From an optimization exercise on the open Yosys and OpenROAD flow, aimed at small area and a short achievable clock period; shortcuts taken in it are not production practice.
The RTL was checked by simulation tests, not by an equivalence proof against the original design.
No activity file was given, so power comes from the tool's default toggle rates.

## before
// npu_top
module npu_top(
    input  wire        CLKEXT,
    input  wire        RST_GLO,
    input  wire        EN_FSM,
    input  wire        EN_CONFIG,
    input  wire [7:0]  DA,
    input  wire [7:0]  DB,
    input  wire [7:0]  DC,
    input  wire [7:0]  DD,
    input  wire        RD_EN,
    input  wire        EN_PISO_DEB,
    input  wire        CLR_PISO_DEB,
    input  wire        SHIFT_DEB,
    input  wire        SEL_CON,
    output wire [7:0]  D_OUT,
    output wire        FULL,
    output wire        EMPTY
);
Settings: LEC_CHECK=0, CAP_MARGIN=20, CORE_MARGIN=2, CORE_UTILIZATION=65, CTS_CLUSTER_DIAMETER=60, CTS_CLUSTER_SIZE=30, SLEW_MARGIN=20; clock period 10.0 ns.
standard.sh (not shown) runs the stock make flow with config.mk's settings and CLKGATE_MAP_FILE= SYNTH_SCRIPT=/design/flow/synth_recipe.tcl, a recipe that flattens the netlist after the stock synthesis.
==> flow/flow/run.sh <==
#!/bin/bash
set -euo pipefail
bash standard.sh SETUP_SLACK_MARGIN=6.75 finish > standard_flow.log 2>&1
before went all the way through the flow, and no timing, DRC or antenna check failed.
> inputs changed (before -> after)
-- flow/design.v --
<<< before, line 456
        for (j = 0; j < 12; j = j + 1) pd[j] <= pd_n[j];
    reg [7:0] mem [0:127];
    reg [6:0] ra;                               
    reg [6:0] ra_p, ra_m;                       
    reg       full_r, empty_r;
    reg [7:0] rdata, head;
    wire wr = f_wr & ~full_r;
    wire rd = RD_EN & ~empty_r;
    wire one_left = (ra == 7'd127);             
    wire [7:0] rdata_n = RST ? 8'd0 : (rd ? head : rdata);
    reg [7:0] t1 [0:31];
    reg [7:0] t2 [0:7];
    reg [7:0] t3 [0:1];
    integer k;
    always @* begin
        for (k = 0; k < 32; k = k + 1)
            case (ra[1:0])
                2'd0: t1[k] = mem[4*k];
                2'd1: t1[k] = mem[4*k+1];
                2'd2: t1[k] = mem[4*k+2];
                default: t1[k] = mem[4*k+3];
            endcase
        for (k = 0; k < 8; k = k + 1)
            case (ra[3:2])
                2'd0: t2[k] = t1[4*k];
                2'd1: t2[k] = t1[4*k+1];
                2'd2: t2[k] = t1[4*k+2];
                default: t2[k] = t1[4*k+3];
            endcase
        for (k = 0; k < 2; k = k + 1)
            case (ra[5:4])
                2'd0: t3[k] = t2[4*k];
                2'd1: t3[k] = t2[4*k+1];
                2'd2: t3[k] = t2[4*k+2];
                default: t3[k] = t2[4*k+3];
            endcase
    end
    wire [7:0] mem_ra = ra[6] ? t3[1] : t3[0];
    always @(posedge CLKEXT) begin
        if (wr) begin
            mem[0] <= po[3];
            for (k = 1; k < 128; k = k + 1) mem[k] <= mem[k-1];
        end
    end
    always @(posedge CLKEXT) begin
        rdata <= rdata_n;
        if (rd) head <= (wr & one_left) ? po[3] : mem_ra;
        else if (wr & empty_r) head <= po[3];
        if (RST) begin
            ra <= 7'd126; ra_p <= 7'd127; ra_m <= 7'd125;
            full_r <= 1'b0; empty_r <= 1'b1;
        end else begin
            if (wr & ~rd) begin
                ra <= ra_p; ra_p <= ra_p + 7'd1; ra_m <= ra;
            end else if (rd & ~wr) begin
                ra <= ra_m; ra_p <= ra; ra_m <= ra_m - 7'd1;
            end
            full_r  <= (full_r & ~rd) | (wr & ~rd & (ra_p == 7'd126));
            empty_r <= (empty_r & ~wr) | (rd & ~wr & one_left);
        end
>>> after, line 456
        for (j = 0; j < 12; j = j + 1) pd[j] <= pd_n[j];
    reg [7:0] mem [0:127];
    reg [6:0] wr_ptr, rp1;
    reg       full_r, empty_r;
    reg [7:0] rdata, head;
    wire wr = f_wr & ~full_r;
    wire rd = RD_EN & ~empty_r;
    wire one_left = (rp1 == wr_ptr);            
    wire [7:0] rdata_n = RST ? 8'd0 : (rd ? head : rdata);
    always @(posedge CLKEXT) begin
        if (wr) mem[wr_ptr] <= po[3];
    end
    always @(posedge CLKEXT) begin
        rdata <= rdata_n;
        if (rd) head <= (wr & one_left) ? po[3] : mem[rp1];
        else if (wr & empty_r) head <= po[3];
        if (RST) begin
            wr_ptr <= 7'd0; rp1 <= 7'd1; full_r <= 1'b0; empty_r <= 1'b1;
        end else begin
            if (wr) wr_ptr <= wr_ptr + 7'd1;
            if (rd) rp1 <= rp1 + 7'd1;
            full_r  <= (full_r & ~rd) | (wr & ~rd & (wr_ptr + 7'd2 == rp1));
            empty_r <= (empty_r & ~wr) | (rd & ~wr & one_left);
        end
==> comparison <==
- after improves on before in clock network power.
- The fraction of area in registers was comparable across after and before.
- Lower total power draw goes to after over before.
- Sort after and before by clock period minus final worst setup slack asc -> top: after
- before → after: post-synthesis instance total grew by 0.36%, total detailed-routing wirelength went up by 13%.

## re-timing with driven ports
No port has a modelled driver above. Below, the same layouts with a new extraction and two added sets of constraints.
Step 1 assumes that a clkbuf_16 drives the clock port and a buf_2 every other input.
Step 2, shift: input delay + t, output delay - t, t = (earliest + latest rising clock arrival at the registers) / 2. This alone moves slack from input paths to output paths.
a / b / c = ideal ports / drivers / drivers and shift; a / b = the first two.
run | t (ns) | slack for setup (ns) | hold slack, ns
before | 0.768 | 6.668 / 6.681 / 5.939 | 0.329 / 0.329 / 0.329
after | 0.772 | 6.748 / 6.721 / 6.020 | 0.356 / 0.356 / 0.356
After both steps setup and hold are still met in every run listed. For before, which loses most, drivers alone change the setup slack by +0.013 ns; drivers and shift together by -0.729 ns.
